Source: an optimization exercise on an open RTL-to-GDS flow (aim: small area, a short achievable clock period and few clock cycles per item). Production flows keep margins and buffers that such runs may drop.
RTL that was checked went through simulation tests only; none was proved equivalent to the original.
No functional check of the RTL was part of runs 1 to 3 and 5 to 8.

==> design.v <==
`timescale 1ns / 1ps
module convert_to_10 (
    input wire clk,
    input wire rst,
    input wire start,
    input wire [399:0] binary,
    output reg [3:0] decimal,
    output reg valid,
    output reg done
);
    localparam integer W  = 16;                
    localparam integer NB = (392 + W - 1) / W;  
    localparam integer WT = 392 - (NB - 1) * W;  
    reg  [391:0] v;                  
    reg  [2*NB-1:0] p;               
    reg  [3:0] jreg, jreg2;          
    reg        ereg, ereg2;          
    reg        run;
    reg  [7:0] cnt;
    wire [395:0] a = {1'b0, v, 3'b000};
    wire [395:0] b = {3'b000, v, 1'b0};
    wire [391:0] v_nx;
    wire [2*NB-1:0] p_nx;
    wire [3:0]   j_nx;
    genvar gi, gj, gk;
    generate
        for (gi = 0; gi < NB; gi = gi + 1) begin : blk
            localparam integer LO = gi * W;
            localparam integer N  = (gi < NB - 1) ? W : WT + 4;    
            wire [1:0]   pp = (gi == 0) ? 2'b00 : p[2*gi +: 2];
            wire [N-1:0] ab = a[LO +: N];
            wire [N-1:0] bb = b[LO +: N];
            wire [N-1:0] qb = {{(N-5){1'b0}}, pp[1], pp[0], pp[1], pp[0], 1'b0};
            wire [N:0]   x  = {1'b0, ab ^ bb ^ qb};
            wire [N:0]   y  = {(ab & bb) | (ab & qb) | (bb & qb), 1'b0};
            wire [N:0]   G [0:5];
            wire [N:0]   P [0:5];
            assign G[0] = x & y;
            assign P[0] = x ^ y;
            for (gj = 0; gj < 5; gj = gj + 1) begin : lv
                for (gk = 0; gk <= N; gk = gk + 1) begin : el
                    if ((gk >> gj) & 1) begin : c
                        localparam integer J = ((gk >> gj) << gj) - 1;
                        assign G[gj+1][gk] = G[gj][gk] | (P[gj][gk] & G[gj][J]);
                        assign P[gj+1][gk] = P[gj][gk] & P[gj][J];
                    end else begin : n
                        assign G[gj+1][gk] = G[gj][gk];
                        assign P[gj+1][gk] = P[gj][gk];
                    end
                end
            end
            wire [N+1:0] s = {G[5][N], P[0] ^ {G[5][N-1:0], 1'b0}};
            if (gi < NB - 1) begin : mid
                assign v_nx[LO +: W] = s[W-1:0];
                assign p_nx[2*(gi+1) +: 2] = s[W+1:W];
            end else begin : top
                assign v_nx[391:LO] = s[WT-1:0];
                assign j_nx = s[WT+3:WT];
            end
        end
    endgenerate
    assign p_nx[1:0] = 2'b00;
    wire [NB-1:0] g0, pr0;
    generate
        for (gi = 0; gi < NB; gi = gi + 1) begin : gp
            localparam integer LO = gi * W;
            localparam integer HI = (gi < NB - 1) ? LO + W - 1 : 391;
            wire hi1 = &v[HI:LO+2];
            wire v1 = v[LO + 1];
            wire v0 = v[LO];
            wire p1 = (gi == 0) ? 1'b0 : p[2*gi + 1];
            wire p0 = (gi == 0) ? 1'b0 : p[2*gi];
            assign g0[gi]  = hi1 & v1 & (p1 | (p0 & v0));
            assign pr0[gi] = hi1 & ((~p1 & ~p0 & v1 & v0) | (p0 & v1 & ~v0) | (p1 & ~v1 & v0));
        end
    endgenerate
    localparam integer LV = (NB > 32) ? 6 : (NB > 16) ? 5 : (NB > 8) ? 4 : 3;   
    wire [NB-1:0] gl [0:LV];
    wire [NB-1:0] pl [0:LV];
    assign gl[0] = g0;
    assign pl[0] = pr0;
    genvar gl_i, gl_l;
    generate
        for (gl_l = 0; gl_l < LV; gl_l = gl_l + 1) begin : lv
            for (gl_i = 0; gl_i < NB; gl_i = gl_i + 1) begin : el
                if ((gl_i % (2 << gl_l)) == 0 && gl_i + (1 << gl_l) < NB) begin : cmb
                    assign gl[gl_l+1][gl_i] = gl[gl_l][gl_i + (1 << gl_l)] |
                                              (pl[gl_l][gl_i + (1 << gl_l)] & gl[gl_l][gl_i]);
                    assign pl[gl_l+1][gl_i] = pl[gl_l][gl_i + (1 << gl_l)] & pl[gl_l][gl_i];
                end else begin : pass
                    assign gl[gl_l+1][gl_i] = gl[gl_l][gl_i];
                    assign pl[gl_l+1][gl_i] = pl[gl_l][gl_i];
                end
            end
        end
    endgenerate
    wire e = gl[LV][0];
    wire [3:0] digit = jreg2 + {3'b000, ereg} + {1'b0, ereg2, ereg2, 1'b0};
    always @(posedge clk) begin
        if (run) begin
            v <= v_nx;
            p <= p_nx;
        end else begin
            v <= binary[391:0];
            p <= 0;
        end
        jreg  <= j_nx;
        jreg2 <= jreg;
        ereg  <= e;
        ereg2 <= ereg;
        decimal <= run ? digit : binary[395:392];
    end
    always @(posedge clk) begin
        if (rst) begin
            run   <= 1'b0;
            cnt   <= 8'd0;
            valid <= 1'b0;
            done  <= 1'b0;
        end else begin
            valid <= start | (run & (cnt >= 8'd3));
            done  <= run & (cnt == 8'd151);
            if (run) begin
                cnt <= cnt + 8'd1;
                if (cnt == 8'd151) run <= 1'b0;
            end else if (start) begin
                run <= 1'b1;
                cnt <= 8'd1;
            end
        end
    end
endmodule
==> flow/run.sh <==
#!/bin/bash
# Standard layout, repair_timing aiming at 7.5 ns of setup slack, with the port buffers made of the smallest buffer cell.
set -euo pipefail
export BUFFER_PORTS_ARGS="-buffer_cell sky130_fd_sc_hd__buf_1"
export SETUP_SLACK_MARGIN=7.5
bash standard.sh > standard_flow.log 2>&1
==> standard.sh <==
#!/bin/bash
# synth_recipe.tcl (not shown) runs the flow's synth.tcl, then flattens the netlist and writes it again
# the make line also repeats each setting of config.mk as NAME=value (left out here)
make -C /OpenROAD-flow-scripts/flow DESIGN_CONFIG=/design/flow/config.mk WORK_HOME=/design/flow/orfs CLKGATE_MAP_FILE= SYNTH_SCRIPT=/design/flow/synth_recipe.tcl "${@:-finish}"
==> config.mk <==
export PLATFORM = sky130hd
export DESIGN_NAME = convert_to_10
export DESIGN_NICKNAME = convert_to_10
export VERILOG_FILES = /design/flow/design.v
export SDC_FILE = /design/flow/constraint.sdc
export NUM_CORES = 4
export LEC_CHECK = 0
export CAP_MARGIN = 20
export CORE_MARGIN = 2
export CORE_UTILIZATION = 40
export SLEW_MARGIN = 20
==> constraint.sdc <==
create_clock -name core_clock -period 10.0 [get_ports {clk}]
set_input_delay 2.0000 -clock core_clock [delete_from_list [all_inputs] [get_ports {clk}]]
set_output_delay 2.0000 -clock core_clock [all_outputs]
set_load 0.01 [all_outputs]
==> results of run 1 <==
## synth_stat cells (5+ instances only)
library cell	number	area (µm²)
ha_1	687	8596
dfxtp_1	465	9309
inv_1	294	1104
mux2_2	269	3029
nand2_1	181	679.4
xnor2_1	176	1541
fa_1	172	3443
nor2_1	164	615.6
a21oi_1	142	710.7
o21ai_0	138	690.7
nand4_1	94	588.1
nor3_1	91	455.4
nand3_1	83	415.4
clkbuf_1	57	214.0
a21o_1	56	420.4
and2_1	52	325.3
xor2_1	45	394.1
a31oi_1	36	225.2
and3_1	34	212.7
o21bai_1	33	247.7
a211oi_1	32	240.2
nor4_1	27	168.9
nor2b_1	25	156.4
o21a_1	23	172.7
o31ai_1	22	165.2
or3_1	22	137.6
a31o_2	16	140.1
o211ai_1	16	120.1
o2bb2ai_1	16	140.1
nand2b_1	15	93.84
o2111ai_1	14	122.6
a2111oi_0	10	87.58
buf_1	9	33.78
mux2i_1	8	80.08
or2_2	8	50.05
a22o_1	7	61.31
nor3b_1	6	45.04
o31a_1	5	43.79
o41a_1	5	56.30
## layer usage
layer,GRT usage,up-vias
li1,-,14428
met3,0.04562,206
met2,0.3552,481
met4,0.07400,48
met1,0.2544,13889
met5,0,-
## state kept, by name (all words and copies together), names as in the netlist
signal   flops
decimal      4
done         1
p           48
jreg2        4
jreg         4
run          1
cnt          8
v          392
ereg         1
valid        1
ereg2        1
## kinds of logic after synthesis
group                    count (synthesis)  synth area share
adder cells (fa/ha/maj)                860            0.3363
AND/OR/NAND/NOR                        823            0.1151
AO/OA/AOI/OAI                          598            0.1099
flip-flops                             465            0.2598
buffers and inverters                  360           0.03771
multiplexers                           278           0.08719
XOR/XNOR                               221           0.05402
## layout make-up
cell class	count	area, µm²
fill	7905	41400
clock buffer	76	1622
inverter	294	1124
tap	1165	1458
clock inverter	30	457.9
antenna	13	32.53
sequential	465	9652
timing repair buffer	725	4313
multi-input combinational	2780	28590
## per-stage QoR
| stage | cell area [µm²] | cells | utilization | worst slack (ns) |
|---|---|---|---|---|
| CTS | 44720 | 5432 | 0.5045 | 6.844 |
| global placement | 39110 | 5117 | 0.4412 | 6.558 |
| detailed placement | 39110 | 5117 | 0.4412 | 6.559 |
| floorplan | 36310 | 3605 | - | 7.044 |
| global route | 47250 | 5547 | 0.5330 | 6.751 |
| finish | 47250 | 5548 | 0.5330 | 6.897 |
## repair_timing
action / CTS / global route
endpoints found under the setup margin: 311 / 254
gates cloned: 0 / 0
buffers inserted: 209 / 103
resized for setup: 471 / 377
pin swaps: 265 / 205
## worst max-delay path by stage
stage	endpoint	cells after the start
2_1_floorplan	p[28]	11
3_3_place_gp	v[383]	4
3_5_place_dp	v[383]	4
4_1_cts	done	1
5_1_grt	p[28]	11
6_report	done	1
==> flow_summary.ini, run 1 <==
[clock_tree]
cts_num_sinks = 465
tritoncts = yes
clock_latency_ns = 0.68
cts-hold-fix-buffers = 0
clock_path_buffers = 3
cts_root_buf = clkbuf_16
clk_pin_slew_ns = 0.06
tritoncts.num_buffers = 58
htreeDepth = 2

[synth]
synth_fp_nets = 4867
ys_seq_area_frac = 0.2598
synthFlopType = dfxtp_1
synth_edf_count = 0
synthCells = 3605
ys_types = 70
yosysWarnings = 1
synth_seq_cells = 465
synth_area_mm2 = 0.03583
avgSynthCellArea_um2 = 9.939
ys_async_sr_fraction = 0

[worst_setup_path]
reg2reg_depth = 11
cp-end-kind = output port
worstPathCellList = buf_6
r2r_setup_slack_ns = 6.92
critPathMaxStageDelay_ns = 0.35
worst-path-max-fanout = 1
critPathRequiredTime_ns = 8.00
crit_slowest_cell = dfxtp_2
startpoint = done
crit_buf_inv = 1
r2r_start = p[47]
worstSetupPathType = flip-flop to output port
critPathTopFamily = flip-flops
reg2reg_to = p[48]
arrival_ns = 1.10
start_kind = flip-flop

[hold_path]
holdPathStages = 0
min_path_type = flip-flop to flip-flop
hp-start = jreg[2]
hold_end = jreg2[2]

[route]
top_layer_used = met5
firstDrtPassIters = 5
routed_wl_um = 98580
dr_wl_met2_um = 47770
initialDrtViolationCount = 965
wl_met1_um = 42370
wl_per_cell_um = 17.77
drcViolationCount = 0
viasPerCell = 5.236
vias = 29052
final_antenna_net_count = 0
met3_wirelength_um = 5029

[flow_run]
cap_violations = 0

[global_route]
grt_usage = 0.2069
grt_pass1_vias = 30006
grt-ovfl-total = 0
grt_max_degree = 85
antenna_found_initial = 38
grt_pass1_wl_um = 152800

[floorplan]
die_w_um = 303.3
dieHeight_um = 303.3
coreArea_mm2 = 0.08865
rows = 109
dieArea_mm2 = 0.09199
initial_utilization = 0.4042
pin_count = 409

[placement]
hpwlAfterDp_um = 70820
place_congestion = 0.8671
io_buffers = 404

[timing]
setup_tns_ns = 0
rsz0062_at_grt = yes
period_minus_slack_ns = 3.103
hold_violations = 0
finalCritPeriodShare = 0.3103
tightest_slew_ns = 1.037
holdWs_ns = 0.3178
slew-limit-headroom = 0.3089
final_max_slew_viol_count = 0
finClkSkew_ns = 0.02888
finalSetupViolations = 0
fmax_mhz = 322.2

[final_layout]
area_delta_synth_final_pct = 31.86
layout_commonest_cell = ha_1
layout_common_cells = 613 x ha_1, 398 x buf_1, 301 x dfxtp_1
nets = 5586
drive_above_1_share = 0.3213

[status]
outcome = complete, no violations
==> run 2: changes to the inputs <==
==> flow/run.sh (replaced) <==
#!/bin/bash
# Standard layout, repair_timing aiming at 6.5 ns of setup slack, with the port buffers made of the smallest buffer cell.
set -euo pipefail
export BUFFER_PORTS_ARGS="-buffer_cell sky130_fd_sc_hd__buf_1"
export SETUP_SLACK_MARGIN=6.5
bash standard.sh > standard_flow.log 2>&1
--- a/config.mk
+++ b/config.mk
@@ -8,4 +8,6 @@
 export CAP_MARGIN = 20
 export CORE_MARGIN = 2
-export CORE_UTILIZATION = 40
+export CORE_UTILIZATION = 55
+export CTS_BUF_LIST = sky130_fd_sc_hd__clkbuf_4 sky130_fd_sc_hd__clkbuf_8
+export PLACE_DENSITY = 0.7
 export SLEW_MARGIN = 20
==> run 2 against run 1 <==
Net effect: still clean on timing, DRC and antenna; sequential share of layout area grew 2.6 points; final cell count decreased by 10%; utilization increased by 9.4 points; maximum frequency shrank 8.7%.
==> flow_summary.ini, run 2 <==
[status]
outcome = complete, no violations

[timing]
rsz0062_at_grt = yes
finalSetupViolations = 0
finClkSkew_ns = 0.03756
fmax_mhz = 294.3
setup_tns_ns = 0
hold_violations = 0
slew-limit-headroom = 0.2576
tightest_slew_ns = 1.114
holdWs_ns = 0.3077
period_minus_slack_ns = 3.398
finalCritPeriodShare = 0.3398
final_max_slew_viol_count = 0

[final_layout]
top_register = v
layout_common_cells = 687 x ha_1, 458 x dfxtp_1, 404 x buf_1
reg.largest.list = v: 392 flops, p: 48 flops, cnt: 8 flops
drive_above_1_share = 0.1214
nets = 5306
final_util = 0.6272
area_delta_synth_final_pct = 12.83
layout.area.seq_mm2 = 0.009320
multi_input_comb_area_mm2 = 0.02524
instances_no_fill = 4986
layout_commonest_cell = ha_1
fillCellCount = 5463
largest_reg_flops = 392

[global_route]
grt-ovfl-total = 0
grt_pass1_wl_um = 135100
grt_max_degree = 202
grt_usage = 0.2476
grt_pass1_vias = 27586
antenna_found_initial = 37

[route]
drcViolationCount = 0
final_antenna_net_count = 0
vias = 27471
initialDrtViolationCount = 1188
firstDrtPassIters = 5
routed_wl_um = 83060
wl_per_cell_um = 16.66
viasPerCell = 5.510

[synth]
synthCells = 3605
synth_seq_cells = 465
synth_area_leader_cell = dfxtp_1
synth_fp_nets = 4867
yosysWarnings = 1
post-synth-top-area-fraction = 0.2598
ys_top_cells_by_count = 687 x ha_1, 465 x dfxtp_1, 294 x inv_1
yosys-top-cells-area = dfxtp_1 26%, ha_1 24%, fa_1 9.6%, mux2_2 8.5%, xnor2_1 4.3%
ys_async_sr_fraction = 0
synthFlopType = dfxtp_1
yosysMostFrequentCell = ha_1
synth_area_mm2 = 0.03583
ys_seq_area_frac = 0.2598
ys_types = 70
synth_edf_count = 0
avgSynthCellArea_um2 = 9.939

[floorplan]
initial_utilization = 0.5558
rows = 93
coreArea_mm2 = 0.06446
dieHeight_um = 259.2
die_w_um = 259.2
dieArea_mm2 = 0.06721
pin_count = 409

[clock_tree]
cts_num_sinks = 465
htreeDepth = 3
cts-hold-fix-buffers = 0
tritoncts.num_buffers = 90
cts_root_buf = clkbuf_8
clock_latency_ns = 0.70
clk_pin_slew_ns = 0.06
clock_path_buffers = 3
tritoncts = yes

[worst_setup_path]
arrival_ns = 3.97
crit_buf_inv = 4
startpoint = v[83]
start_kind = flip-flop
reg2reg_depth = 14
critPathMaxStageDelay_ns = 0.59
r2r_setup_slack_ns = 6.60
critPathTopFamily = adder cells
worst-path-max-fanout = 3
worstSetupPathType = flip-flop to flip-flop
cp-end-kind = flip-flop
reg2reg_to = v[94]
worstPathCellList = inv_1 > fa_1 > inv_1 > ha_1 > o21a_1 > a2111oi_4 > nor4_2 > nor3_2 > buf_4 > buf_4 > o31ai_1 > a21oi_1 > xnor2_1 > mux2_2
crit_slowest_cell = fa_1
critPathRequiredTime_ns = 10.57
r2r_start = v[83]

[placement]
place_congestion = 0.8735
io_buffers = 404
dp_cells = 4803
hpwlAfterDp_um = 65230

[hold_path]
hp-start = jreg[2]
min_path_type = flip-flop to flip-flop
holdPathStages = 0
hold_end = jreg2[2]

[flow_run]
cap_violations = 0
## run 2: cell counts after synthesis
No cell type changed its count.
## run 2: cell families after synthesis
| logic type | after synthesis | synth area share |
|---|---|---|
| compound gates | 598 | 0.1099 |
| xor+xnor | 221 | 0.05402 |
| fa+ha+maj | 860 | 0.3363 |
| buf+inv | 360 | 0.03771 |
| flops | 465 | 0.2598 |
| mux | 278 | 0.08719 |
| simple gates | 823 | 0.1151 |
## run 2: final cells by class
class	instances	area share
sequential	465	0.2305
clock inverter	10	0.002290
tap	855	0.02646
inverter	294	0.02742
multi-input combinational	2780	0.6243
timing repair buffer	413	0.03967
antenna	14	0.0008665
clock buffer	155	0.04843
## run 2: metal layers
layer  track usage  share of wire  wire, µm  up-vias
met5             0         0.0032       267        -
met4       0.07807          0.028      2331       42
met3       0.06825          0.060      4983      186
met2        0.4160           0.47     38700      474
met1        0.3082           0.44     36770    12867
li1              -              -         -    13902
## run 2: worst max path at each step
stage          depth (start not counted)     end
2_1_floorplan                         13   p[12]
3_3_place_gp                           4  v[302]
3_5_place_dp                           4  v[331]
4_1_cts                               13   p[12]
5_1_grt                               12   p[16]
6_report                              14   v[94]
## run 2: through the flow
| stage | cell area, µm² | setup slack, ns |
|---|---|---|
| 2_1_floorplan | 35830 | 6.784 |
| 3_3_place_gp | 38230 | 6.379 |
| 3_5_place_dp | 38230 | 6.341 |
| 4_1_cts | 40300 | 6.501 |
| 5_1_grt | 40420 | 6.420 |
| 6_report | 40430 | 6.602 |
## run 2: repair_timing
item / CTS / global route
resized for setup: 4 / 34
endpoints found under the setup margin: 54 / 81
pin swaps: 1 / 5
setup buffers: 0 / 4
==> run 3: changes to the inputs <==
==> flow/run.sh (replaced) <==
#!/bin/bash
# Standard layout, repair_timing aiming at 6.8 ns of setup slack, with the port buffers made of the smallest buffer cell.
set -euo pipefail
export BUFFER_PORTS_ARGS="-buffer_cell sky130_fd_sc_hd__buf_1"
export SETUP_SLACK_MARGIN=6.8
bash standard.sh > standard_flow.log 2>&1
==> run 3 against run 2 <==
Net effect: clock skew decreased by 0.0062 ns; largest cell class unchanged; maximum frequency increased by 6.9%; via count increased by 0.98%; critical path depth unchanged; sequential cell count unchanged; final area increased by 1.9%; sequential share of layout area decreased by 0.21 points; register-to-register slack improved by 0.22 ns; wire length increased by 1.7%.
==> flow_summary.ini, run 3 <==
[global_route]
grt_max_degree = 207
grt-ovfl-total = 0
grt_pass1_wl_um = 137300
grt_pass1_vias = 28005
grt_usage = 0.2502
antenna_found_initial = 36

[floorplan]
rows = 93
die_w_um = 259.2
coreArea_mm2 = 0.06446
dieHeight_um = 259.2
pin_count = 409
dieArea_mm2 = 0.06721
initial_utilization = 0.5558

[placement]
io_buffers = 404
placed_area_mm2 = 0.03823
place_congestion = 0.8769
pre_cts_ws_ns = 6.495
hpwlAfterDp_um = 65500

[timing]
period_minus_slack_ns = 3.177
hold_violations = 0
slew-limit-headroom = 0.2387
postLayoutSetupSlackWorst_ns = 6.823
setup_tns_ns = 0
rsz0062_at_grt = yes
finalSetupViolations = 0
finClkSkew_ns = 0.03137
final_max_slew_viol_count = 0
tightest_slew_ns = 1.142
fmax_mhz = 314.7
finalCritPeriodShare = 0.3177

[worst_setup_path]
cp-end-kind = flip-flop
critPathRequiredTime_ns = 10.55
reg2reg_depth = 14
start_kind = flip-flop
worst-path-max-fanout = 3
arrival_ns = 3.73
worstSetupPathType = flip-flop to flip-flop

[final_layout]
layout_common_cells = 680 x ha_1, 400 x buf_1, 398 x dfxtp_1
area_delta_synth_final_pct = 15.01
post-route-cell-area_mm2 = 0.04121
reg.largest.list = v: 392 flops, p: 48 flops, cnt: 8 flops
largest_reg_flops = 392
layout_commonest_cell = ha_1
nets = 5354
drive_above_1_share = 0.1634
top_register = v

[synth]
yosysMostFrequentCell = ha_1
synth_edf_count = 0
ys_top_cells_by_count = 687 x ha_1, 465 x dfxtp_1, 294 x inv_1
ys_async_sr_fraction = 0
synthCells = 3605
yosysWarnings = 1
synth_area_leader_cell = dfxtp_1
ys_types = 70
synth_seq_cells = 465
yosys-top-cells-area = dfxtp_1 26%, ha_1 24%, fa_1 9.6%, mux2_2 8.5%, xnor2_1 4.3%
post-synth-top-area-fraction = 0.2598
ys_seq_area_frac = 0.2598
synth_area_mm2 = 0.03583
synth_fp_nets = 4867
avgSynthCellArea_um2 = 9.939
synthFlopType = dfxtp_1

[hold_path]
holdPathStages = 0
min_path_type = flip-flop to flip-flop

[clock_tree]
clk_pin_slew_ns = 0.06
cts_root_buf = clkbuf_8
clock_path_buffers = 3
cts_num_sinks = 465
htreeDepth = 3
tritoncts.num_buffers = 90
tritoncts = yes
clock_latency_ns = 0.69
cts-hold-fix-buffers = 0

[status]
outcome = complete, no violations

[route]
wl_per_cell_um = 16.80
vias = 27741
initialDrtViolationCount = 1278
firstDrtPassIters = 5
drcViolationCount = 0
viasPerCell = 5.516
routed_wl_um = 84470
final_antenna_net_count = 0

[flow_run]
cap_violations = 0
run 3: cell type report:
class / instances / area [µm²]
Tap cell: 855 / 1070
Fill cell: 5458 / 23250
Inverter: 294 / 1109
Clock inverter: 14 / 136.4
Clock buffer: 142 / 1773
Sequential cell: 465 / 9415
Multi-Input combinational cell: 2780 / 25700
Antenna cell: 18 / 45.04
Timing Repair Buffer: 461 / 1962
run 3: routing by layer:
| metal | wire (µm) | track usage |
|---|---|---|
| met1 | 37310 | 0.3154 |
| met4 | 2029 | 0.07854 |
| met5 | 222 | 0 |
| met3 | 4605 | 0.05936 |
| met2 | 40300 | 0.4230 |
run 3: worst paths after layout:
kind | from | end | slack [ns]
hold reg to reg | jreg[0] | jreg2[0] | 0.33
hold / removal | jreg[0] | jreg2[0] | 0.33
setup / recovery | p[7] | p[8] | 6.82
setup reg to reg | p[7] | p[8] | 6.82
run 3: worst max-delay path: stages (launching register included):
cell,delay [ns]
dfxtp_2,0.37
inv_1,0.08
fa_1,0.58
inv_1,0.05
ha_1,0.21
nor3_2,0.19
o21ai_2,0.09
a31o_2,0.23
o41a_1,0.36
nand4_1,0.11
nand3_1,0.13
o21ai_2,0.16
nand2b_1,0.07
ha_1,0.27
and2_1,0.16
run 3: repair_timing:
item / in CTS / in global routing
hold endpoints to repair: 0 / 0
setup buffers: 8 / 44
gates resized for setup: 67 / 150
pin swaps: 20 / 84
endpoints found under the setup margin: 49 / 87
cloned: 0 / 0
run 3: kinds of logic after synthesis:
kind of cell,count (synthesis),share of synthesized area
adder cells (fa/ha/maj),860,0.3363
AO/OA/AOI/OAI,598,0.1099
AND/OR/NAND/NOR,823,0.1151
buffers and inverters,360,0.03771
XOR/XNOR,221,0.05402
multiplexers,278,0.08719
flip-flops,465,0.2598
run 3: per-stage QoR:
| stage | util | hold WS (ns) | cells |
|---|---|---|---|
| finish | 0.6393 | 0.3257 | 5029 |
| CTS | 0.6259 | 0.3267 | 4967 |
| global route | 0.6390 | 0.3344 | 5021 |
| detailed placement | 0.5930 | 0.3121 | 4803 |
| floorplan | - | 0.3096 | 3605 |
| global placement | 0.5930 | 0.3124 | 4803 |
==> run 4: changes to the inputs <==
--- a/design.v
+++ b/design.v
@@ -9,5 +9,5 @@
     output reg done
 );
-    localparam integer W  = 16;                
+    localparam integer W  = 12;                
     localparam integer NB = (392 + W - 1) / W;  
     localparam integer WT = 392 - (NB - 1) * W;  
==> run 4 against run 3 <==
Net effect: count of clock-buffer cells in the layout fell by 6; non-clock buffer count shrank 46; wire length fell by 4.9%; critical path type is now flip-flop to output port; utilization is 0.77 points lower; final cell count decreased by 4.8%; clock skew fell by 0.0040 ns; still clean; setup slack better by 0.045 ns; hold slack barely moved; maximum frequency up 1.5%.
==> flow_summary.ini, run 4 <==
[timing]
slew-limit-headroom = 0.3551
finClkSkew_ns = 0.02736
setup_tns_ns = 0
rsz0062_at_grt = yes
holdWs_ns = 0.3261
finalSetupViolations = 0
period_minus_slack_ns = 3.132
finalCritPeriodShare = 0.3132
hold_violations = 0
fmax_mhz = 319.3
tightest_slew_ns = 0.9674
final_max_slew_viol_count = 0

[global_route]
grt_pass1_wl_um = 133000
grt_usage = 0.2447
grt-ovfl-total = 0
grt_pass1_vias = 26939
antenna_found_initial = 29
grt_max_degree = 180

[synth]
synth_area_mm2 = 0.03542
ys_top_cells_by_count = 623 x ha_1, 481 x dfxtp_1, 268 x mux2_2
synth_fp_nets = 4668
synthFlopType = dfxtp_1
ys_async_sr_fraction = 0
synth_seq_cells = 481
yosys-top-cells-area = dfxtp_1 27%, ha_1 22%, fa_1 13%, mux2_2 8.5%, xnor2_1 4.0%
yosysWarnings = 1
synth_edf_count = 0
yosysMostFrequentCell = ha_1
synthCells = 3414
avgSynthCellArea_um2 = 10.37
synth_area_leader_cell = dfxtp_1
post-synth-top-area-fraction = 0.2719
ys_types = 70
ys_seq_area_frac = 0.2719

[worst_setup_path]
critPathRequiredTime_ns = 8.00
arrival_ns = 1.13
crit_buf_inv = 1
critPathTopFamily = flip-flops
worstPathCellList = buf_2
critPathMaxStageDelay_ns = 0.31
start_kind = flip-flop
cp-end-kind = output port
worst-path-max-fanout = 1
worstSetupPathType = flip-flop to output port
crit_slowest_cell = dfxtp_1

[floorplan]
pin_count = 409
dieArea_mm2 = 0.06644
die_w_um = 257.8
coreArea_mm2 = 0.06412
rows = 93
initial_utilization = 0.5524
dieHeight_um = 257.8

[route]
vias = 26039
wl_per_cell_um = 16.78
viasPerCell = 5.436
routed_wl_um = 80360
final_antenna_net_count = 0
drcViolationCount = 0
firstDrtPassIters = 5
initialDrtViolationCount = 966

[placement]
place_congestion = 0.8527
hpwlAfterDp_um = 62090
io_buffers = 404
placed_area_mm2 = 0.03781

[clock_tree]
tritoncts = yes
cts-hold-fix-buffers = 0
cts_root_buf = clkbuf_8
clk_pin_slew_ns = 0.06
htreeDepth = 3
clock_path_buffers = 3
clock_latency_ns = 0.68
cts_num_sinks = 481
tritoncts.num_buffers = 90

[final_layout]
reg.largest.list = v: 392 flops, p: 64 flops, cnt: 8 flops
top_register = v
layout_commonest_cell = ha_1
layout_common_cells = 623 x ha_1, 419 x dfxtp_1, 398 x buf_1
fillCellCount = 5354
final_util = 0.6316
drive_above_1_share = 0.1641
nets = 5106
post-route-cell-area_mm2 = 0.04049
area_delta_synth_final_pct = 14.34
largest_reg_flops = 392

[hold_path]
min_path_type = flip-flop to flip-flop

[flow_run]
cap_violations = 0

[status]
outcome = complete, no violations
==> run 4: cell count changes after synthesis, moves of 32 or more <==
cell,previous run,this run
fa_1,172,228
a31oi_1,36,4
and2_1,52,9
nor2_1,164,124
inv_1,294,246
nor3_1,91,37
ha_1,687,623
a21oi_1,142,234
==> run 4: cell type report <==
cell class / instances / area (µm²) / area share
diodes: 16 / 40.04 / 0.0009888
clock buffers: 136 / 1740 / 0.04298
clock inverters: 23 / 206.4 / 0.005098
inverters: 246 / 925.9 / 0.02286
multi-input cells: 2618 / 25150 / 0.6210
flip-flops and latches: 481 / 9717 / 0.2400
well taps: 855 / 1070 / 0.02642
repair buffers: 415 / 1647 / 0.04066
==> run 4: timing repair <==
action	CTS	global route
resized for setup	57	142
buffers inserted	1	4
pin swaps	2	22
hold endpoints to repair	0	0
endpoints found under the setup margin	132	171
==> run 4: per-layer routing <==
| layer | vias up | global-route usage | wire [µm] |
|---|---|---|---|
| li1 | 12999 | - | - |
| met1 | 12341 | 0.3102 | 35680 |
| met2 | 487 | 0.4051 | 37690 |
| met3 | 182 | 0.05801 | 4273 |
| met4 | 30 | 0.09249 | 2522 |
| met5 | - | 0 | 189 |
==> run 4: logic make-up (layout without fill, tap and decap cells) <==
group	Yosys count	after routing	share of synthesized area
DFF	481	481	0.2719
other	0	16	0
adders and majority gates	852	852	0.3493
and+or+nand+nor	661	661	0.09260
AOI/OAI and AO/OA	582	582	0.1035
muxes	298	298	0.09369
xor gates and xnor gates	225	225	0.05564
buffers and inverters	315	820	0.03339
==> run 4: path summary, 6_finish.rpt <==
| path | cells after the start | end | slack [ns] | from |
|---|---|---|---|---|
| worst min-delay path | 0 | jreg2[0] | 0.33 | jreg[0] |
| worst max register to register | 11 | v[35] | 6.88 | p[5] |
| worst min register to register | 0 | jreg2[0] | 0.33 | jreg[0] |
| worst max-delay path | 1 | done | 6.87 | done |
==> run 4: through the flow <==
step,std cells,worst slack [ns]
6_report,4790,6.868
5_1_grt,4785,6.760
4_1_cts,4770,6.800
3_5_place_dp,4610,6.250
3_3_place_gp,4610,6.254
2_1_floorplan,3414,6.965
Testbench counts of run 4, summed over its fixed seeds: cycles 19,456, items 128.
==> run 5: changes to the inputs <==
--- a/design.v
+++ b/design.v
@@ -9,5 +9,5 @@
     output reg done
 );
-    localparam integer W  = 12;                
+    localparam integer W  = 8;                
     localparam integer NB = (392 + W - 1) / W;  
     localparam integer WT = 392 - (NB - 1) * W;  
==> run 5 against run 4 <==
Net effect: still clean on timing, DRC and antenna; count of clock-buffer cells in the layout increased by 16; clock skew increased by 0.0046 ns; first-iteration DRC count decreased by 8.0%; critical path type unchanged; critical endpoint unchanged; largest cell class unchanged; highest routed layer unchanged.
==> flow_summary.ini, run 5 <==
[floorplan]
coreArea_mm2 = 0.06586
rows = 94
initial_utilization = 0.5569
die_w_um = 262.2
dieArea_mm2 = 0.06877
dieHeight_um = 262.2
pin_count = 409

[worst_setup_path]
worstSetupPathType = flip-flop to output port
crit_slowest_cell = dfxtp_2
start_kind = flip-flop
cp-end-kind = output port
crit_buf_inv = 1
worst-path-max-fanout = 1
critPathMaxStageDelay_ns = 0.34
critPathRequiredTime_ns = 8.00
reg2reg_depth = 11
critPathTopFamily = flip-flops
arrival_ns = 1.12
cp_num_cells = 1
worstPathCellList = buf_2

[synth]
muxShareOfSynthArea = 0.08197
ys_types = 73
synth_seq_cells = 513
synthFlopType = dfxtp_1
avgSynthCellArea_um2 = 10.90
synthCells = 3365
synth_top_family_by_area = adder cells
synth-compound-area-share = 0.1010
yosysMostFrequentCell = ha_1
synth-simple-area-share = 0.1139
ys_async_sr_fraction = 0
synthAdderAreaFrac = 0.3615
ys_top_cells_by_count = 591 x ha_1, 513 x dfxtp_1, 292 x fa_1
synth_area_leader_cell = dfxtp_1
synth_area_mm2 = 0.03668
synth_edf_count = 0
post-synth-top-area-fraction = 0.2800
ys_seq_area_frac = 0.2800
yosys-top-cells-area = dfxtp_1 28%, ha_1 20%, fa_1 16%, mux2_2 7.7%, xnor2_1 3.6%
synthXorXnorAreaFrac = 0.03606
synth_fp_nets = 4651
yosysWarnings = 1

[route]
final_antenna_net_count = 0
vias = 25593
wl_per_cell_um = 16.38
viasPerCell = 5.394
drcViolationCount = 0
firstDrtPassIters = 5
initialDrtViolationCount = 889
routed_wl_um = 77730

[global_route]
grt_max_degree = 215
antenna_found_initial = 30
grt_usage = 0.2308
grt_pass1_vias = 26609
grt_pass1_wl_um = 131000
grt-ovfl-total = 0

[hold_path]
min_path_type = flip-flop to flip-flop
holdPathStages = 0

[timing]
postLayoutSetupSlackWorst_ns = 6.878
tightest_slew_ns = 1.140
finalSetupViolations = 0
finClkSkew_ns = 0.03195
fmax_mhz = 320.3
finalCritPeriodShare = 0.3122
final_max_slew_viol_count = 0
period_minus_slack_ns = 3.122
setup_tns_ns = 0
slew-limit-headroom = 0.2399
hold_violations = 0
rsz0062_at_grt = yes

[final_layout]
drive_above_1_share = 0.1331
reg.largest.list = v: 392 flops, p: 96 flops, cnt: 8 flops
largest_reg_flops = 392
fillCellCount = 5474
layout_commonest_cell = ha_1
final_util = 0.6252
nets = 5084
post-route-cell-area_mm2 = 0.04118
layout_common_cells = 591 x ha_1, 491 x dfxtp_1, 399 x buf_1
top_register = v
area_delta_synth_final_pct = 12.28

[clock_tree]
clock_latency_ns = 0.68
clock_path_buffers = 3
htreeDepth = 3
cts_root_buf = clkbuf_8
tritoncts = yes
post_cts_buffers = 0
tritoncts.num_buffers = 95
ctsResizeCount = 8
cts-hold-fix-buffers = 0
cts_num_sinks = 513
clk_pin_slew_ns = 0.06

[placement]
place_congestion = 0.8429
hpwlAfterDp_um = 61810
pre_cts_ws_ns = 6.748
io_buffers = 404
placed_area_mm2 = 0.03906

[status]
outcome = complete, no violations

[flow_run]
cap_violations = 0
## run 5: cell count changes after synthesis, moves of 47 or more
| cell | before | now |
|---|---|---|
| fa_1 | 228 | 292 |
| nand2_1 | 208 | 84 |
| nand3_1 | 65 | 15 |
| o21bai_1 | 60 | 2 |
| a21o_1 | 65 | 158 |
| and2_1 | 9 | 97 |
| inv_1 | 246 | 177 |
| nor2b_1 | 36 | 127 |
| xor2_1 | 63 | 2 |
| a31o_2 | 0 | 47 |
## run 5: worst paths after layout
| kind | from | slack (ns) | to |
|---|---|---|---|
| max | done | 6.88 | done |
| min | jreg[1] | 0.33 | jreg2[1] |
| max reg2reg | v[281] | 7.00 | p[72] |
| min reg2reg | jreg[1] | 0.33 | jreg2[1] |
## run 5: layer usage
| metal | vias to the layer above | GRT usage | wire length, µm |
|---|---|---|---|
| met5 | - | 0 | 154 |
| met4 | 26 | 0.07617 | 2033 |
| met3 | 149 | 0.04693 | 3820 |
| met2 | 401 | 0.3903 | 37540 |
| met1 | 12182 | 0.2948 | 34180 |
| li1 | 12835 | - | - |
## run 5: cell type report
type / count / area [µm²] / area share
Clock inverter: 15 / 85.08 / 0.002066
Inverter: 177 / 664.4 / 0.01613
Tap cell: 864 / 1081 / 0.02625
Antenna cell: 13 / 32.53 / 0.0007900
Sequential cell: 513 / 10300 / 0.2501
Timing Repair Buffer: 408 / 1585 / 0.03850
Multi-Input combinational cell: 2603 / 25500 / 0.6191
Clock buffer: 152 / 1936 / 0.04700
## run 5: cells by family after synthesis
| family | count (synthesis) |
|---|---|
| simple gates | 719 |
| xor+xnor | 151 |
| fa+ha+maj | 885 |
| compound gates | 579 |
| buf+inv | 249 |
| mux | 269 |
| flops | 513 |
## run 5: metrics by stage
stage	std cells	hold WS, ns
2_1_floorplan	3365	0.3096
3_3_place_gp	4565	0.3115
3_5_place_dp	4565	0.3132
4_1_cts	4732	0.3324
5_1_grt	4742	0.3367
6_report	4745	0.3300
==> run 6: changes to the inputs <==
--- a/config.mk
+++ b/config.mk
@@ -9,5 +9,7 @@
 export CORE_MARGIN = 2
 export CORE_UTILIZATION = 55
-export CTS_BUF_LIST = sky130_fd_sc_hd__clkbuf_4 sky130_fd_sc_hd__clkbuf_8
+export CTS_BUF_LIST = sky130_fd_sc_hd__clkbuf_8 sky130_fd_sc_hd__clkbuf_16
+export CTS_CLUSTER_DIAMETER = 100
+export CTS_CLUSTER_SIZE = 30
 export PLACE_DENSITY = 0.7
 export SLEW_MARGIN = 20
==> run 6 against run 5 <==
Net effect: synthesized cell count unchanged; utilization decreased by 1.6 points; highest routed layer unchanged; final cell count decreased by 2.6%; critical path type unchanged; non-clock buffer count unchanged; final area decreased by 2.5%; critical endpoint unchanged; largest cell class unchanged; clock skew decreased by 0.0065 ns; die area unchanged.
==> flow_summary.ini, run 6 <==
[status]
outcome = complete, no violations

[placement]
io_buffers = 404
placed_area_mm2 = 0.03906
place_congestion = 0.8429
hpwlAfterDp_um = 61810

[final_layout]
reg.largest.list = v: 392 flops, p: 96 flops, cnt: 8 flops
post-route-cell-area_mm2 = 0.04014
nets = 5016
layout_commonest_cell = ha_1
fillCellCount = 5581
drive_above_1_share = 0.1062
largest_reg_flops = 392
multi_input_comb_area_mm2 = 0.02550
top_register = v
layout.area.seq_mm2 = 0.01031
area_delta_synth_final_pct = 9.439
layout_common_cells = 591 x ha_1, 486 x dfxtp_1, 403 x buf_1

[worst_setup_path]
worst-path-max-fanout = 1
crit_slowest_cell = dfxtp_1
worstPathCellList = buf_1
arrival_ns = 1.14
worstSetupPathType = flip-flop to output port
critPathRequiredTime_ns = 8.00
critPathMaxStageDelay_ns = 0.36
r2r_setup_slack_ns = 6.97
crit_buf_inv = 1
start_kind = flip-flop
critPathTopFamily = flip-flops
cp-end-kind = output port

[floorplan]
initial_utilization = 0.5569
rows = 94
dieHeight_um = 262.2
pin_count = 409
die_w_um = 262.2
coreArea_mm2 = 0.06586
dieArea_mm2 = 0.06877

[route]
initialDrtViolationCount = 922
wl_per_cell_um = 16.58
final_antenna_net_count = 0
viasPerCell = 5.432
drcViolationCount = 0
vias = 25113
routed_wl_um = 76640
firstDrtPassIters = 7

[global_route]
grt-busiest-layer = met2
antenna_found_initial = 29
gr-usage-met2 = 0.3900
grt_pass1_vias = 25857
grt_pass1_wl_um = 129000
grt-ovfl-total = 0
grtUsageMet3 = 0.04130
grt_usage = 0.2257
grt_max_degree = 215
use_met1 = 0.2942

[timing]
final_max_slew_viol_count = 0
rsz0062_at_grt = no
period_minus_slack_ns = 3.136
tightest_slew_ns = 0.9779
hold_violations = 0
finClkSkew_ns = 0.02545
finalCritPeriodShare = 0.3136
fmax_mhz = 318.9
slew-limit-headroom = 0.3480
setup_tns_ns = 0
finalSetupViolations = 0

[clock_tree]
cts-hold-fix-buffers = 0
clock_path_buffers = 3
post_cts_buffers = 0
cts_root_buf = clkbuf_16
htreeDepth = 1
clock_latency_ns = 0.63
tritoncts = yes
cts_num_sinks = 513
ctsResizeCount = 2
tritoncts.num_buffers = 27
clk_pin_slew_ns = 0.11

[synth]
synthFlopType = dfxtp_1
post-synth-top-area-fraction = 0.2800
ys_types = 73
synth_seq_cells = 513
yosys-top-cells-area = dfxtp_1 28%, ha_1 20%, fa_1 16%, mux2_2 7.7%, xnor2_1 3.6%
yosysWarnings = 1
ys_async_sr_fraction = 0
synth_fp_nets = 4651
avgSynthCellArea_um2 = 10.90
synth_area_mm2 = 0.03668
yosysMostFrequentCell = ha_1
ys_top_cells_by_count = 591 x ha_1, 513 x dfxtp_1, 292 x fa_1
synth_edf_count = 0
ys_seq_area_frac = 0.2800
synthCells = 3365
synth_area_leader_cell = dfxtp_1

[hold_path]
min_path_type = flip-flop to flip-flop

[flow_run]
cap_violations = 0
[run 6: cell count changes in the layout (fill, tap and decap cells not counted), moves of 4 or more]
| cell | before | now |
|---|---|---|
| clkbuf_8 | 127 | 1 |
| clkbuf_16 | 0 | 27 |
| dfxtp_2 | 21 | 26 |
| dfxtp_1 | 491 | 486 |
| clkinv_2 | 13 | 1 |
| buf_1 | 399 | 403 |
| clkbuf_4 | 25 | 0 |
| clkinv_8 | 0 | 7 |
| buf_2 | 5 | 1 |
[run 6: cell families after synthesis]
family          Yosys count  share of synthesized area
fa+ha+maj               885                     0.3615
simple gates            719                     0.1139
compound gates          579                     0.1010
flops                   513                     0.2800
mux                     269                    0.08197
buf+inv                 249                    0.02548
xor+xnor                151                    0.03606
[run 6: worst paths after layout]
check | from | endpoint | cells past startpoint
max | done | done | 1
min | jreg[3] | jreg2[3] | 0
max reg2reg | v[281] | p[72] | 11
min reg2reg | jreg[3] | jreg2[3] | 0
[run 6: stage by stage]
step	instances	hold slack [ns]	setup WS (ns)	utilization
2_1_floorplan	3365	0.3096	7.192	-
3_3_place_gp	4565	0.3115	6.786	0.5931
3_5_place_dp	4565	0.3132	6.748	0.5931
4_1_cts	4612	0.3278	6.786	0.6078
5_1_grt	4620	0.3296	6.798	0.6093
6_report	4623	0.3227	6.864	0.6094
[run 6: area by class of cell]
class / count / share of cell area
multi-input combinational: 2603 / 0.6354
sequential: 513 / 0.2568
timing repair buffer: 408 / 0.03956
tap: 864 / 0.02693
clock buffer: 28 / 0.01718
inverter: 177 / 0.01655
clock inverter: 19 / 0.006951
antenna: 11 / 0.0006858
[run 6: routing by layer]
metal  share of wire  vias up
li1                -    12639
met4           0.022       32
met1            0.44    12004
met2            0.48      334
met3           0.049      104
met5          0.0025        -
==> run 7: changes to the inputs <==
--- a/design.v
+++ b/design.v
@@ -9,5 +9,5 @@
     output reg done
 );
-    localparam integer W  = 8;                
+    localparam integer W  = 16;                
     localparam integer NB = (392 + W - 1) / W;  
     localparam integer WT = 392 - (NB - 1) * W;  
==> flow/run.sh (replaced) <==
#!/bin/bash
# Standard layout, repair_timing aiming at 7.0 ns of setup slack, with the port buffers made of the smallest buffer cell.
set -euo pipefail
export BUFFER_PORTS_ARGS="-buffer_cell sky130_fd_sc_hd__buf_1"
export SETUP_SLACK_MARGIN=7.0
bash standard.sh > standard_flow.log 2>&1
--- a/config.mk
+++ b/config.mk
@@ -9,7 +9,5 @@
 export CORE_MARGIN = 2
 export CORE_UTILIZATION = 55
-export CTS_BUF_LIST = sky130_fd_sc_hd__clkbuf_8 sky130_fd_sc_hd__clkbuf_16
-export CTS_CLUSTER_DIAMETER = 100
-export CTS_CLUSTER_SIZE = 30
+export CTS_BUF_LIST = sky130_fd_sc_hd__clkbuf_4 sky130_fd_sc_hd__clkbuf_8
 export PLACE_DENSITY = 0.7
 export SLEW_MARGIN = 20
==> run 7 against run 6 <==
Net effect: utilization grew 5.7 points; maximum frequency down 0.93%; setup slack worse by 0.030 ns; sequential cell count decreased by 48.
==> flow_summary.ini, run 7 <==
[clock_tree]
clk_pin_slew_ns = 0.06
clock_path_buffers = 3
tritoncts.num_buffers = 88
clock_latency_ns = 0.69
tritoncts = yes
htreeDepth = 3
cts_num_sinks = 465
cts_root_buf = clkbuf_8

[final_layout]
area_delta_synth_final_pct = 19.86
nets = 5463
reg.largest.list = v: 392 flops, p: 48 flops, cnt: 8 flops
largest_reg_flops = 392
layout_commonest_cell = ha_1
drive_above_1_share = 0.2262
layout_common_cells = 658 x ha_1, 398 x buf_1, 351 x dfxtp_1
final_util = 0.6662
top_register = v

[route]
initialDrtViolationCount = 1236
viasPerCell = 5.534
wl_per_cell_um = 17.29
routed_wl_um = 88890
drcViolationCount = 0
final_antenna_net_count = 0
vias = 28451
firstDrtPassIters = 7

[global_route]
grt_pass1_wl_um = 140600
grt_max_degree = 185
grt_usage = 0.2559
grt_pass1_vias = 28779
antenna_found_initial = 34
grt-ovfl-total = 0

[synth]
avgSynthCellArea_um2 = 9.939
yosysMostFrequentCell = ha_1
synth_area_mm2 = 0.03583
synth_fp_nets = 4867
synth_area_leader_cell = dfxtp_1
ys_types = 70
synthFlopType = dfxtp_1
yosys-top-cells-area = dfxtp_1 26%, ha_1 24%, fa_1 9.6%, mux2_2 8.5%, xnor2_1 4.3%
ys_top_cells_by_count = 687 x ha_1, 465 x dfxtp_1, 294 x inv_1
yosysWarnings = 1
post-synth-top-area-fraction = 0.2598
ys_seq_area_frac = 0.2598
ys_async_sr_fraction = 0
synth_seq_cells = 465
synth_edf_count = 0
synthCells = 3605

[hold_path]
holdPathStages = 0
hp-start = jreg[2]
hold_end = jreg2[2]
min_path_type = flip-flop to flip-flop

[placement]
place_congestion = 0.8796
hpwlAfterDp_um = 65730
io_buffers = 404

[worst_setup_path]
worstSetupPathType = flip-flop to flip-flop
start_kind = flip-flop
critPathRequiredTime_ns = 10.57
r2r_start = v[209]
critPathTopFamily = adder cells
worstPathCellList = inv_2 > fa_1 > inv_1 > ha_1 > o21a_1 > a2111oi_4 > buf_4 > or3_4 > inv_2 > a21oi_4 > fa_2 > xnor2_1 > mux2_2
worst-path-max-fanout = 3
arrival_ns = 3.73
startpoint = v[209]
crit_path_frequent_cell = inv_2
reg2reg_to = v[217]
crit_buf_inv = 4
critPathMaxStageDelay_ns = 0.58
r2r_setup_slack_ns = 6.83
cp-end-kind = flip-flop
reg2reg_depth = 13
crit_slowest_cell = fa_1

[timing]
rsz0062_at_grt = yes
slew-limit-headroom = 0.2799
fmax_mhz = 315.9
holdWs_ns = 0.3253
period_minus_slack_ns = 3.165
setup_tns_ns = 0
finalSetupViolations = 0
final_max_slew_viol_count = 0
finClkSkew_ns = 0.03472
hold_violations = 0
tightest_slew_ns = 1.080
finalCritPeriodShare = 0.3165

[floorplan]
pin_count = 409
dieHeight_um = 259.2
initial_utilization = 0.5558
dieArea_mm2 = 0.06721
rows = 93
coreArea_mm2 = 0.06446
die_w_um = 259.2

[flow_run]
cap_violations = 0

[status]
outcome = complete, no violations
## run 7: cell count changes after synthesis, sizes merged, moves of 84 or more
cell and change:
nand2 +95, nor3 +84, fa -120, ha +96
nor2b -102, inv +117, a21o -100
## run 7: layer usage
metal  up-vias  share of wire  global-route usage
met1     13464           0.43              0.3197
met3       196          0.057             0.05819
met2       558           0.48              0.4332
met4        38          0.029             0.09100
li1      14195              -                   -
met5         -         0.0027                   0
## run 7: timing repair
action,4_1_cts,5_1_grt
gates resized for setup,223,243
endpoints found under the setup margin,171,183
hold buffers,0,0
setup buffers,90,72
cloned,0,1
pin swaps,113,165
## run 7: worst register-to-register path, cell delays in order (launching register included)
cell       delay, ns
dfxtp_4         0.36
inv_2           0.06
fa_1            0.58
inv_1           0.06
ha_1            0.27
o21a_1          0.17
a2111oi_4       0.10
buf_4           0.15
or3_4           0.38
inv_2           0.09
a21oi_4         0.06
fa_2            0.38
xnor2_1         0.14
mux2_2          0.26
## run 7: worst max-delay path by stage
stage,to,slack (ns),cells past startpoint
after floorplan,p[12],6.98,13
after global placement,v[348],6.20,4
after detailed placement,v[348],6.22,4
after CTS,p[12],6.76,11
after global routing,p[28],6.73,11
final,v[217],6.83,13
## run 7: kinds of logic (layout without fill, tap and decap cells)
family | count (synthesis) | after routing | synth area share
AOI/OAI and AO/OA | 598 | 598 | 0.1099
xor gates and xnor gates | 221 | 221 | 0.05402
adders and majority gates | 860 | 860 | 0.3363
buffers and inverters | 360 | 1025 | 0.03771
DFF | 465 | 465 | 0.2598
muxes | 278 | 278 | 0.08719
other | 0 | 16 | 0
and+or+nand+nor | 823 | 823 | 0.1151
## run 7: through the flow
step                      setup slack, ns  instance area (µm²)  std cells
after detailed placement            6.218                38250       4803
final                               6.835                42950       5141
after global routing                6.726                42930       5135
after global placement              6.201                38250       4803
after floorplan                     6.982                35860       3605
after CTS                           6.764                41560       5052
## run 7: final cells by class
class                   count  area [µm²]
flip-flops and latches    465        9539
well taps                 855        1070
repair buffers            572        2889
diodes                     16       40.04
clock buffers             138        1743
fillers                  5129       21520
inverters                 294        1111
multi-input cells        2780       26410
clock inverters            21       147.6
==> run 8: changes to the inputs <==
--- a/design.v
+++ b/design.v
@@ -9,5 +9,5 @@
     output reg done
 );
-    localparam integer W  = 16;                
+    localparam integer W  = 8;                
     localparam integer NB = (392 + W - 1) / W;  
     localparam integer WT = 392 - (NB - 1) * W;  
==> flow/run.sh (replaced) <==
#!/bin/bash
# Standard layout with: repair_timing aiming at 6.8 ns of setup slack, port buffers made of
# the smallest buffer cell, and clock tree synthesis without dummy loads.
set -euo pipefail
export BUFFER_PORTS_ARGS="-buffer_cell sky130_fd_sc_hd__buf_1"
export SETUP_SLACK_MARGIN=6.8
export CTS_ARGS="-sink_clustering_enable -repair_clock_nets -dont_use_dummy_load -buf_list {sky130_fd_sc_hd__clkbuf_8 sky130_fd_sc_hd__clkbuf_16}"
bash standard.sh > standard_flow.log 2>&1
--- a/config.mk
+++ b/config.mk
@@ -9,5 +9,4 @@
 export CORE_MARGIN = 2
 export CORE_UTILIZATION = 55
-export CTS_BUF_LIST = sky130_fd_sc_hd__clkbuf_4 sky130_fd_sc_hd__clkbuf_8
 export PLACE_DENSITY = 0.7
 export SLEW_MARGIN = 20
==> run 8 against run 7 <==
Net effect: still clean; count of clock-buffer cells in the layout down 77; maximum frequency grew 1.7%; area after synthesis increased by 2.4%; highest routed layer unchanged; final cell count fell by 9.7%; critical endpoint is now done.
==> flow_summary.ini, run 8 <==
[final_layout]
largest_reg_flops = 392
area_delta_synth_final_pct = 10.95
multi_input_comb_area_mm2 = 0.02550
instances_no_fill = 4643
nets = 5050
post-route-cell-area_mm2 = 0.04069
top_register = v
layout.area.seq_mm2 = 0.01029
layout_common_cells = 591 x ha_1, 495 x dfxtp_1, 403 x buf_1
final_util = 0.6179
drive_above_1_share = 0.1066
reg.largest.list = v: 392 flops, p: 96 flops, cnt: 8 flops
fillCellCount = 5500
layout_commonest_cell = ha_1

[timing]
slew-limit-headroom = 0.3226
period_minus_slack_ns = 3.112
hold_violations = 0
setup_tns_ns = 0
finClkSkew_ns = 0.02746
finalSetupViolations = 0
postLayoutSetupSlackWorst_ns = 6.888
tightest_slew_ns = 1.016
holdWs_ns = 0.3181
finalCritPeriodShare = 0.3112
fmax_mhz = 321.3
rsz0062_at_grt = no
final_max_slew_viol_count = 0

[worst_setup_path]
worst-path-max-fanout = 1
critPathMaxStageDelay_ns = 0.34
arrival_ns = 1.11
crit_slowest_cell = dfxtp_1
worstPathCellList = buf_1
critPathRequiredTime_ns = 8.00
critPathTopFamily = flip-flops
start_kind = flip-flop
r2r_start = v[177]
cp-end-kind = output port
worstSetupPathType = flip-flop to output port
reg2reg_depth = 11
r2r_setup_slack_ns = 6.97
reg2reg_to = p[46]
crit_buf_inv = 1

[synth]
synthFlopType = dfxtp_1
ys_seq_area_frac = 0.2800
ys_types = 73
avgSynthCellArea_um2 = 10.90
synth_area_mm2 = 0.03668
yosysMostFrequentCell = ha_1
synth-compound-area-share = 0.1010
synth_top_family_by_area = adder cells
synthCells = 3365
synthAdderAreaFrac = 0.3615
synth_fp_nets = 4651
synthXorXnorAreaFrac = 0.03606
ys_async_sr_fraction = 0
synth-simple-area-share = 0.1139
post-synth-top-area-fraction = 0.2800
synth_area_leader_cell = dfxtp_1
muxShareOfSynthArea = 0.08197
yosysWarnings = 1
synth_seq_cells = 513
synth_edf_count = 0
yosys-top-cells-area = dfxtp_1 28%, ha_1 20%, fa_1 16%, mux2_2 7.7%, xnor2_1 3.6%
ys_top_cells_by_count = 591 x ha_1, 513 x dfxtp_1, 292 x fa_1

[global_route]
grt_pass1_wl_um = 130800
grt-ovfl-total = 0
grt_max_degree = 215
grt_pass1_vias = 26277
grt_usage = 0.2306
antenna_found_initial = 31

[placement]
placed_area_mm2 = 0.03906
pre_cts_ws_ns = 6.748
place_congestion = 0.8429
dp_cells = 4565
io_buffers = 404
hpwlAfterDp_um = 61810

[route]
firstDrtPassIters = 5
vias = 25279
final_antenna_net_count = 0
viasPerCell = 5.445
initialDrtViolationCount = 961
routed_wl_um = 77680
drcViolationCount = 0
wl_per_cell_um = 16.73

[floorplan]
rows = 94
pin_count = 409
die_w_um = 262.2
dieHeight_um = 262.2
initial_utilization = 0.5569
dieArea_mm2 = 0.06877
coreArea_mm2 = 0.06586

[hold_path]
hold_end = jreg2[3]
hp-start = jreg[3]
min_path_type = flip-flop to flip-flop
holdPathStages = 0

[clock_tree]
tritoncts.num_buffers = 61
tritoncts = yes
clk_pin_slew_ns = 0.06
clock_latency_ns = 0.62
clock_path_buffers = 3
cts_num_sinks = 513
cts-hold-fix-buffers = 0
cts_root_buf = clkbuf_16
htreeDepth = 2
post_cts_buffers = 0

[status]
outcome = complete, no violations

[flow_run]
cap_violations = 0
## run 8: changes by cell type in the layout (fill, tap and decap cells not counted), sizes merged, moves of 68 or more
cell / before / now
ha: 687 / 591
a21o: 58 / 158
nand3: 83 / 15
nand2: 181 / 86
nor2b: 25 / 127
inv: 299 / 177
fa: 172 / 292
nor3: 93 / 9
buf: 571 / 408
clkbuf: 139 / 61
## run 8: routing by layer
| layer | global-route usage | wire (µm) |
|---|---|---|
| met1 | 0.2965 | 34070 |
| met2 | 0.3941 | 37660 |
| met3 | 0.04590 | 3956 |
| met4 | 0.06373 | 1827 |
| met5 | 0 | 163 |
## run 8: how the worst max path moves through the flow
| stage | start | end | slack [ns] | depth (start not counted) |
|---|---|---|---|---|
| after global routing | p[13] | p[14] | 6.79 | 11 |
| after global placement | v[121] | ereg | 6.79 | 9 |
| after detailed placement | v[121] | ereg | 6.75 | 9 |
| after floorplan | v[385] | jreg[1] | 7.19 | 10 |
| after CTS | v[136] | ereg | 6.81 | 9 |
| final | done | done | 6.89 | 1 |
## run 8: cells by family (layout without fill, tap and decap cells)
logic type	after synthesis	count (layout)
fa+ha+maj	885	885
buf+inv	249	646
mux	269	269
xor+xnor	151	151
flops	513	513
simple gates	719	719
compound gates	579	579
other cells	0	17
## run 8: layout make-up
cell class | instances | area share
multi-input cells | 2603 | 0.6266
flip-flops and latches | 513 | 0.2530
repair buffers | 408 | 0.03902
clock buffers | 61 | 0.03751
well taps | 864 | 0.02657
inverters | 177 | 0.01633
diodes | 17 | 0.001045
## run 8: what timing repair did
action                     in CTS  in global routing
hold endpoints to repair        0                  0
gates resized for setup         2                 31
pin swaps                       0                  0
setup endpoints to repair       2                121
==> run 9: changes to the inputs <==
--- a/design.v
+++ b/design.v
@@ -9,5 +9,5 @@
     output reg done
 );
-    localparam integer W  = 8;                
+    localparam integer W  = 12;                
     localparam integer NB = (392 + W - 1) / W;  
     localparam integer WT = 392 - (NB - 1) * W;  
==> run 9 against run 8 <==
Net effect: hold slack gained 0.0080 ns; count of clock-buffer cells in the layout down 5; critical path type unchanged; area after synthesis shrank 3.4%; sequential cell count down 32; register-to-register slack got worse by 0.06 ns; critical endpoint unchanged; wire length rose by 2.9%; still clean.
==> flow_summary.ini, run 9 <==
[final_layout]
layout_commonest_cell = ha_1
layout_common_cells = 623 x ha_1, 420 x dfxtp_1, 404 x buf_1
post-route-cell-area_mm2 = 0.03994
top_register = v
fillCellCount = 5397
final_util = 0.6230
reg.largest.list = v: 392 flops, p: 64 flops, cnt: 8 flops
area_delta_synth_final_pct = 12.79
nets = 5075
largest_reg_flops = 392
drive_above_1_share = 0.1401

[global_route]
grt_pass1_wl_um = 132600
grt-ovfl-total = 0
grt_pass1_vias = 26660
grt_max_degree = 180
grt_usage = 0.2430
antenna_found_initial = 24

[worst_setup_path]
arrival_ns = 1.11
crit_buf_inv = 1
cp-end-kind = output port
worstPathCellList = buf_1
start_kind = flip-flop
critPathTopFamily = flip-flops
worstSetupPathType = flip-flop to output port
worst-path-max-fanout = 1
crit_slowest_cell = dfxtp_1
critPathMaxStageDelay_ns = 0.31
critPathRequiredTime_ns = 8.00

[route]
firstDrtPassIters = 6
routed_wl_um = 79930
vias = 25750
final_antenna_net_count = 0
initialDrtViolationCount = 1186
drcViolationCount = 0
viasPerCell = 5.487
wl_per_cell_um = 17.03

[synth]
synth_edf_count = 0
avgSynthCellArea_um2 = 10.37
synthCells = 3414
synth_seq_cells = 481
ys_async_sr_fraction = 0
post-synth-top-area-fraction = 0.2719
yosysWarnings = 1
ys_top_cells_by_count = 623 x ha_1, 481 x dfxtp_1, 268 x mux2_2
synth_fp_nets = 4668
ys_seq_area_frac = 0.2719
synth_area_leader_cell = dfxtp_1
synth_area_mm2 = 0.03542
yosysMostFrequentCell = ha_1
yosys-top-cells-area = dfxtp_1 27%, ha_1 22%, fa_1 13%, mux2_2 8.5%, xnor2_1 4.0%
synthFlopType = dfxtp_1
ys_types = 70

[timing]
hold_violations = 0
finClkSkew_ns = 0.01843
finalCritPeriodShare = 0.3112
postLayoutSetupSlackWorst_ns = 6.888
period_minus_slack_ns = 3.112
slew-limit-headroom = 0.3415
rsz0062_at_grt = yes
fmax_mhz = 321.3
setup_tns_ns = 0
final_max_slew_viol_count = 0
finalSetupViolations = 0
tightest_slew_ns = 0.9878

[placement]
io_buffers = 404
placed_area_mm2 = 0.03781
place_congestion = 0.8527
pre_cts_ws_ns = 6.250
hpwlAfterDp_um = 62090

[clock_tree]
htreeDepth = 2
tritoncts.num_buffers = 56
tritoncts = yes
clk_pin_slew_ns = 0.06
clock_latency_ns = 0.60
cts_num_sinks = 481
cts_root_buf = clkbuf_16
clock_path_buffers = 3

[floorplan]
coreArea_mm2 = 0.06412
die_w_um = 257.8
initial_utilization = 0.5524
dieHeight_um = 257.8
dieArea_mm2 = 0.06644
rows = 93
pin_count = 409

[status]
outcome = complete, no violations

[flow_run]
cap_violations = 0

[hold_path]
min_path_type = flip-flop to flip-flop
[run 9: changes by cell type after synthesis, sizes merged, moves of 32 or more]
| cell | change |
|---|---|
| a31o | -47 |
| or3 | -42 |
| ha | +32 |
| a21oi | +44 |
| a21o | -93 |
| inv | +69 |
| fa | -64 |
| nand2 | +122 |
| dfxtp | -32 |
| o21bai | +60 |
| nand3 | +50 |
| nor2b | -91 |
| xor2 | +61 |
| and2 | -88 |
[run 9: metrics by stage]
step	hold WS [ns]	cells
3_5_place_dp	0.3121	4610
4_1_cts	0.3265	4667
6_report	0.3261	4693
2_1_floorplan	0.3096	3414
3_3_place_gp	0.3109	4610
5_1_grt	0.3311	4686
[run 9: routing by layer]
| layer | GRT usage | share of wire |
|---|---|---|
| met1 | 0.3158 | 0.45 |
| met4 | 0.07402 | 0.025 |
| met5 | 0 | 0.0016 |
| met2 | 0.4115 | 0.48 |
| met3 | 0.04417 | 0.049 |
[run 9: repair_timing]
action | CTS | global route
pin swaps | 3 | 27
hold buffers | 0 | 0
gates resized for setup | 46 | 144
setup buffers | 1 | 7
setup endpoints to repair | 155 | 181
[run 9: path summary, 6_finish.rpt]
check | startpoint | to | slack (ns) | cells after the start
worst max-delay path | done | done | 6.89 | 1
worst min-delay path | jreg[2] | jreg2[2] | 0.33 | 0
worst max register to register | p[5] | v[35] | 6.91 | 11
worst min register to register | jreg[2] | jreg2[2] | 0.33 | 0
[run 9: layout make-up]
class                      instances  area [µm²]  share of cell area
sequential                       481        9718              0.2433
clock buffer                      56        1401             0.03508
tap                              855        1070             0.02678
multi-input combinational       2618       25120              0.6289
inverter                         246       925.9             0.02318
timing repair buffer             418        1662             0.04160
antenna                           19       47.55            0.001190
[run 9: kinds of logic (layout without fill, tap and decap cells)]
logic type               after synthesis  after routing  share of synthesized area
AO/OA/AOI/OAI                        582            582                     0.1035
XOR/XNOR                             225            225                    0.05564
adder cells (fa/ha/maj)              852            852                     0.3493
buffers and inverters                315            720                    0.03339
flip-flops                           481            481                     0.2719
multiplexers                         298            298                    0.09369
other                                  0             19                          0
AND/OR/NAND/NOR                      661            661                    0.09260
Testbench counts of run 9, summed over its fixed seeds: cycles 19,456, items 128.

[re-timing with driven ports]
The flow's constraints put no driver on any port. The routed layouts listed below were extracted and timed again, unchanged, in two steps.
Step 1 assumes that a clkbuf_16 drives the clock port and a buf_2 every other input.
Step 2 adds t to the input delays and takes it off the output delays; t is the mean of the earliest and latest rising clock arrival at the registers after step 1. Input paths then give back, and output paths get back, about the clock's delay inside the block.
Slacks: no drivers / after step 1 / after step 2; pairs: no drivers / after step 1.
run	t, ns	slack for setup (ns)	worst hold slack (ns)	cell pins on the clock port's net
run 1	0.727	6.897 / 6.828 / 6.923	0.318 / 0.318 / 0.318	1
run 2	0.746	6.602 / 6.602 / 6.602	0.308 / 0.308 / 0.308	1
run 3	0.738	6.823 / 6.823 / 6.823	0.326 / 0.326 / 0.326	1
run 4	0.729	6.868 / 6.808 / 6.885	0.326 / 0.326 / 0.326	1
run 5	0.726	6.878 / 6.818 / 7.002	0.330 / 0.330 / 0.330	1
run 6	0.681	6.864 / 6.804 / 6.971	0.323 / 0.323 / 0.323	1
run 7	0.736	6.835 / 6.802 / 6.835	0.325 / 0.325 / 0.325	1
run 8	0.672	6.888 / 6.828 / 6.966	0.318 / 0.318 / 0.318	1
run 9	0.659	6.888 / 6.823 / 6.908	0.326 / 0.326 / 0.326	1
After both steps every run listed still meets setup and hold.
